This is an optimization exercise on Yosys and OpenROAD, whose aim is small area, a short achievable clock period and few clock cycles, not a production implementation. Function was checked by simulation only, so behaviour that the tests miss may differ from the original. Power is estimated from default activity; no workload was simulated.

==> inputs of 01-06 <==
Design pipe_noDataHazards_cpu, start of the top module:
module pipe_noDataHazards_cpu(clrn,clk,pc,inst,dmem_addr,dmem_wdata,dmem_we,dmem_rdata);
	input clrn,clk;
	output [31:0] pc;
	input [31:0] inst;
	output [31:0] dmem_addr,dmem_wdata;
	output dmem_we;
	input [31:0] dmem_rdata;
	reg [31:2] pcr;             
	reg pend;                   
	reg [31:2] ptgt;            
	reg id_v;                   
	reg [31:0] ir;              
	reg ex_we, ex_ld, ex_st, ex_beq, ex_bne, ex_j;
	reg [4:0] ex_wn;
	reg [31:0] ex_an;           
	reg [31:0] ex_b;            
	reg [31:0] ex_cn;           
	reg [4:0] ex_sa;
	reg ex_fa_r, ex_fa_s, ex_fa_o;   
	reg ex_fb_r, ex_fb_s, ex_fb_o;   
	reg ex_fc_r, ex_fc_s, ex_fc_o;   
	reg ex_add, ex_and, ex_or, ex_xor, ex_sh, ex_shl, ex_shr, ex_ari;
	reg m_ld, m_st, m_add;
	reg [3:0] m_wlo;            
	reg [7:0] m_whi;            
	reg [31:0] m_sum;           
	reg [31:0] m_oth;           
	reg [31:0] m_sd;
	wire stall;
	assign pc = {pcr, 2'b00};
	wire [31:2] pc_inc = pcr + 30'd1;
	always @(posedge clk or negedge clrn)
		if (!clrn) pcr <= 30'd0;
		else if (!stall) pcr <= pend ? ptgt : pc_inc;
	always @(posedge clk or negedge clrn)
		if (!clrn) id_v <= 1'b0;
		else if (!stall) id_v <= 1'b1;
	reg [3:0] id_alo, id_blo;
	reg [7:0] id_ahi, id_bhi;
	always @(posedge clk)
		if (!stall) begin
			ir <= inst;
			id_alo <= 4'd1 << inst[6:5];
			id_ahi <= 8'd1 << inst[9:7];
			id_blo <= 4'd1 << inst[1:0];
			id_bhi <= 8'd1 << inst[4:2];
		end
  ...
Settings: LEC_CHECK=0, CAP_MARGIN=20, CELL_PAD_IN_SITES_DETAIL_PLACEMENT=1, CORE_MARGIN=2, CORE_UTILIZATION=40, CTS_CLUSTER_DIAMETER=100, CTS_CLUSTER_SIZE=24, PLACE_DENSITY=0.6, SETUP_SLACK_MARGIN=5, SLEW_MARGIN=20, SYNTH_HIERARCHICAL=1; clock period 8.0 ns.
run.sh (not shown) runs the stock make flow with config.mk's settings and CLKGATE_MAP_FILE= SYNTH_SCRIPT=/design/flow/synth_recipe.tcl, a recipe that flattens the netlist after the stock synthesis.
==> 02-20: changes against 01-06 <==
--- a/flow/design.v
+++ b/flow/design.v
@@ -690,22 +690,20 @@
 	wire byp_b_if = ex_we & (ex_wn == inst[4:0]);
 	always @(posedge clk) begin
 		byp_a <= stall ? byp_a_id : byp_a_if;
 		byp_b <= stall ? byp_b_id : byp_b_if;
 	end
 	wire [31:0] sel_a, sel_b;
-	wire [31:0] qa_t, qb_t;      
-	wire [31:0] qa_n = byp_a ? ~wdata : qa_t;
-	wire [31:0] qb_n = byp_b ? ~wdata : qb_t;
-	assign sel_a[0] = 1'b0;
-	assign sel_b[0] = 1'b0;
+	wire [31:0] qa_n, qb_n;
+	assign sel_a[0] = byp_a;
+	assign sel_b[0] = byp_b;
 	wire [31:0] rfx [0:31];
 	wire [3:0] wlo = m_wlo;
 	wire [7:0] whi = m_whi;
 	wire [31:1] ewr;
-	assign rfx[0] = 32'd0;
+	assign rfx[0] = wdata;
 	genvar g, b;
 	generate
 		for (g = 1; g < 32; g = g + 1) begin : R
 			reg [31:0] q;
 			wire e, en;
 			ks_and2  we_a(.a(wlo[g % 4]), .b(whi[g / 4]), .y(e));
@@ -714,22 +712,22 @@
 			for (b = 0; b < 32; b = b + 1) begin : H
 				rf_hold h(.e(e), .en(en), .d(wdata[b]), .q(q[b]), .y(nx[b]));
 			end
 			always @(posedge clk) q <= nx;
 			assign rfx[g] = q;
 			assign ewr[g] = e;
-			assign sel_a[g] = id_alo[g % 4] & id_ahi[g / 4] & rv[g];
-			assign sel_b[g] = id_blo[g % 4] & id_bhi[g / 4] & rv[g];
+			assign sel_a[g] = id_alo[g % 4] & id_ahi[g / 4] & rv[g] & ~byp_a;
+			assign sel_b[g] = id_blo[g % 4] & id_bhi[g / 4] & rv[g] & ~byp_b;
 		end
 		for (b = 0; b < 32; b = b + 1) begin : C
 			wire [31:0] x;
 			for (g = 0; g < 32; g = g + 1) begin : X
 				assign x[g] = rfx[g][b];
 			end
-			rf_read31 ra(.x(x[31:1]), .s(sel_a[31:1]), .y(qa_t[b]));
-			rf_read31 rb(.x(x[31:1]), .s(sel_b[31:1]), .y(qb_t[b]));
+			rf_read32 ra(.x(x), .s(sel_a), .y(qa_n[b]));
+			rf_read32 rb(.x(x), .s(sel_b), .y(qb_n[b]));
 		end
 	endgenerate
 	wire [31:0] bsum, bsum_ng, bsum_np;
 	ks_add32 badd(.a({2'b00, pcr}), .b({{16{imm[15]}}, imm}), .s(bsum), .ng(bsum_ng), .np(bsum_np));
 	wire [31:2] btgt = bsum[29:0];
 	wire [31:2] jtgt = {pcr[31:28], ir[25:0]};
@@ -839,32 +837,32 @@
 	assign dmem_wdata = m_sd;
 	assign dmem_we    = m_st;
 endmodule
 module rf_hold(input e, input en, input d, input q, output y);
 	assign y = (e & d) | (en & q);
 endmodule
-module rf_read31(input [31:1] x, input [31:1] s, output y);
+module rf_read32(input [31:0] x, input [31:0] s, output y);
 	wire [10:0] t;
 	wire n0, n1, n2;
 	genvar i;
 	generate
 		for (i = 0; i < 10; i = i + 1) begin : A
-			rf_ao222n u(.a0(x[3*i+1]), .s0(s[3*i+1]), .a1(x[3*i+2]), .s1(s[3*i+2]), .a2(x[3*i+3]), .s2(s[3*i+3]), .y(t[i]));
+			rf_ao222n u(.a0(x[3*i]), .s0(s[3*i]), .a1(x[3*i+1]), .s1(s[3*i+1]), .a2(x[3*i+2]), .s2(s[3*i+2]), .y(t[i]));
 		end
 	endgenerate
-	rf_nand2 u10(.a(x[31]), .b(s[31]), .y(t[10]));
+	rf_ao22n u10(.a0(x[30]), .s0(s[30]), .a1(x[31]), .s1(s[31]), .y(t[10]));
 	rf_nand4 v0(.a(t[0]), .b(t[1]), .c(t[2]), .d(t[3]), .y(n0));
 	rf_nand4 v1(.a(t[4]), .b(t[5]), .c(t[6]), .d(t[7]), .y(n1));
 	rf_nand3 v2(.a(t[8]), .b(t[9]), .c(t[10]), .y(n2));
 	rf_nor3 w(.a(n0), .b(n1), .c(n2), .y(y));
 endmodule
 module rf_ao222n(input a0, input s0, input a1, input s1, input a2, input s2, output y);
 	assign y = ~((a0 & s0) | (a1 & s1) | (a2 & s2));
 endmodule
-module rf_nand2(input a, input b, output y);
-	assign y = ~(a & b);
+module rf_ao22n(input a0, input s0, input a1, input s1, output y);
+	assign y = ~((a0 & s0) | (a1 & s1));
 endmodule
 module rf_nand4(input a, input b, input c, input d, output y);
 	assign y = ~(a & b & c & d);
 endmodule
 module rf_nand3(input a, input b, input c, output y);
 	assign y = ~(a & b & c);
==> 06-18: changes against 01-06 <==
--- a/flow/design.v
+++ b/flow/design.v
@@ -690,22 +690,20 @@
 	wire byp_b_if = ex_we & (ex_wn == inst[4:0]);
 	always @(posedge clk) begin
 		byp_a <= stall ? byp_a_id : byp_a_if;
 		byp_b <= stall ? byp_b_id : byp_b_if;
 	end
 	wire [31:0] sel_a, sel_b;
-	wire [31:0] qa_t, qb_t;      
-	wire [31:0] qa_n = byp_a ? ~wdata : qa_t;
-	wire [31:0] qb_n = byp_b ? ~wdata : qb_t;
-	assign sel_a[0] = 1'b0;
-	assign sel_b[0] = 1'b0;
+	wire [31:0] qa_n, qb_n;
+	assign sel_a[0] = byp_a;
+	assign sel_b[0] = byp_b;
 	wire [31:0] rfx [0:31];
 	wire [3:0] wlo = m_wlo;
 	wire [7:0] whi = m_whi;
 	wire [31:1] ewr;
-	assign rfx[0] = 32'd0;
+	assign rfx[0] = wdata;
 	genvar g, b;
 	generate
 		for (g = 1; g < 32; g = g + 1) begin : R
 			reg [31:0] q;
 			wire e, en;
 			ks_and2  we_a(.a(wlo[g % 4]), .b(whi[g / 4]), .y(e));
@@ -714,22 +712,22 @@
 			for (b = 0; b < 32; b = b + 1) begin : H
 				rf_hold h(.e(e), .en(en), .d(wdata[b]), .q(q[b]), .y(nx[b]));
 			end
 			always @(posedge clk) q <= nx;
 			assign rfx[g] = q;
 			assign ewr[g] = e;
-			assign sel_a[g] = id_alo[g % 4] & id_ahi[g / 4] & rv[g];
-			assign sel_b[g] = id_blo[g % 4] & id_bhi[g / 4] & rv[g];
+			assign sel_a[g] = id_alo[g % 4] & id_ahi[g / 4] & rv[g] & ~byp_a;
+			assign sel_b[g] = id_blo[g % 4] & id_bhi[g / 4] & rv[g] & ~byp_b;
 		end
 		for (b = 0; b < 32; b = b + 1) begin : C
 			wire [31:0] x;
 			for (g = 0; g < 32; g = g + 1) begin : X
 				assign x[g] = rfx[g][b];
 			end
-			rf_read31 ra(.x(x[31:1]), .s(sel_a[31:1]), .y(qa_t[b]));
-			rf_read31 rb(.x(x[31:1]), .s(sel_b[31:1]), .y(qb_t[b]));
+			rf_read32 ra(.x(x), .s(sel_a), .y(qa_n[b]));
+			rf_read32 rb(.x(x), .s(sel_b), .y(qb_n[b]));
 		end
 	endgenerate
 	wire [31:0] bsum, bsum_ng, bsum_np;
 	ks_add32 badd(.a({2'b00, pcr}), .b({{16{imm[15]}}, imm}), .s(bsum), .ng(bsum_ng), .np(bsum_np));
 	wire [31:2] btgt = bsum[29:0];
 	wire [31:2] jtgt = {pcr[31:28], ir[25:0]};
@@ -839,32 +837,32 @@
 	assign dmem_wdata = m_sd;
 	assign dmem_we    = m_st;
 endmodule
 module rf_hold(input e, input en, input d, input q, output y);
 	assign y = (e & d) | (en & q);
 endmodule
-module rf_read31(input [31:1] x, input [31:1] s, output y);
+module rf_read32(input [31:0] x, input [31:0] s, output y);
 	wire [10:0] t;
 	wire n0, n1, n2;
 	genvar i;
 	generate
 		for (i = 0; i < 10; i = i + 1) begin : A
-			rf_ao222n u(.a0(x[3*i+1]), .s0(s[3*i+1]), .a1(x[3*i+2]), .s1(s[3*i+2]), .a2(x[3*i+3]), .s2(s[3*i+3]), .y(t[i]));
+			rf_ao222n u(.a0(x[3*i]), .s0(s[3*i]), .a1(x[3*i+1]), .s1(s[3*i+1]), .a2(x[3*i+2]), .s2(s[3*i+2]), .y(t[i]));
 		end
 	endgenerate
-	rf_nand2 u10(.a(x[31]), .b(s[31]), .y(t[10]));
+	rf_ao22n u10(.a0(x[30]), .s0(s[30]), .a1(x[31]), .s1(s[31]), .y(t[10]));
 	rf_nand4 v0(.a(t[0]), .b(t[1]), .c(t[2]), .d(t[3]), .y(n0));
 	rf_nand4 v1(.a(t[4]), .b(t[5]), .c(t[6]), .d(t[7]), .y(n1));
 	rf_nand3 v2(.a(t[8]), .b(t[9]), .c(t[10]), .y(n2));
 	rf_nor3 w(.a(n0), .b(n1), .c(n2), .y(y));
 endmodule
 module rf_ao222n(input a0, input s0, input a1, input s1, input a2, input s2, output y);
 	assign y = ~((a0 & s0) | (a1 & s1) | (a2 & s2));
 endmodule
-module rf_nand2(input a, input b, output y);
-	assign y = ~(a & b);
+module rf_ao22n(input a0, input s0, input a1, input s1, output y);
+	assign y = ~((a0 & s0) | (a1 & s1));
 endmodule
 module rf_nand4(input a, input b, input c, input d, output y);
 	assign y = ~(a & b & c & d);
 endmodule
 module rf_nand3(input a, input b, input c, output y);
 	assign y = ~(a & b & c);
CORE_UTILIZATION = 45   (was 40)
CTS_CLUSTER_SIZE = 22   (was 24)
PLACE_DENSITY = 0.68   (was 0.6)
==> results.txt <==
The lowest worst hold slack belongs to 01-06, the highest to 02-20. Total power, lowest first: 02-20, 06-18, 01-06. Cell area: 02-20 < 06-18 < 01-06. In flip-flop and latch count, 06-18 and 02-20 do not differ. The highest non-clock buffer count belongs to 06-18, the lowest to 02-20. Of 06-18 and 02-20, 06-18 has the higher clock-buffer cell count (gap 5). The highest wire length belongs to 06-18, the lowest to 02-20.
Testbench counts of 01-06, summed over its fixed seeds: cycles 49,672.
Testbench counts of 02-20, summed over its fixed seeds: cycles 49,672.
Testbench counts of 06-18, summed over its fixed seeds: cycles 49,672.

## afterwards: timing with drivers on the ports
The flow's constraints put no driver on any port. The routed layouts listed below were extracted and timed again, unchanged, in two steps. Step 1, drivers: a clkbuf_16 drives clk and a buf_2 each remaining input, both assumed. Step 2 also shifts input and output timing later by t, the mid clock arrival at the registers, as if the neighbouring blocks saw the same clock. Three values: no drivers, after step 1, after step 2; two values: the first two.
run	t, ns	setup slack, ns	hold WS [ns]
01-06	0.809	4.768 / 4.768 / 4.560	0.370 / 0.370 / 0.370
02-20	0.818	4.928 / 4.925 / 4.244	0.419 / 0.419 / 0.419
06-18	0.801	4.866 / 4.866 / 4.173	0.387 / 0.387 / 0.387
After both steps setup and hold are still met in every run listed. The setup slack of 06-18, which loses most, moves by 0.000 ns with the drivers and by -0.693 ns with both steps.
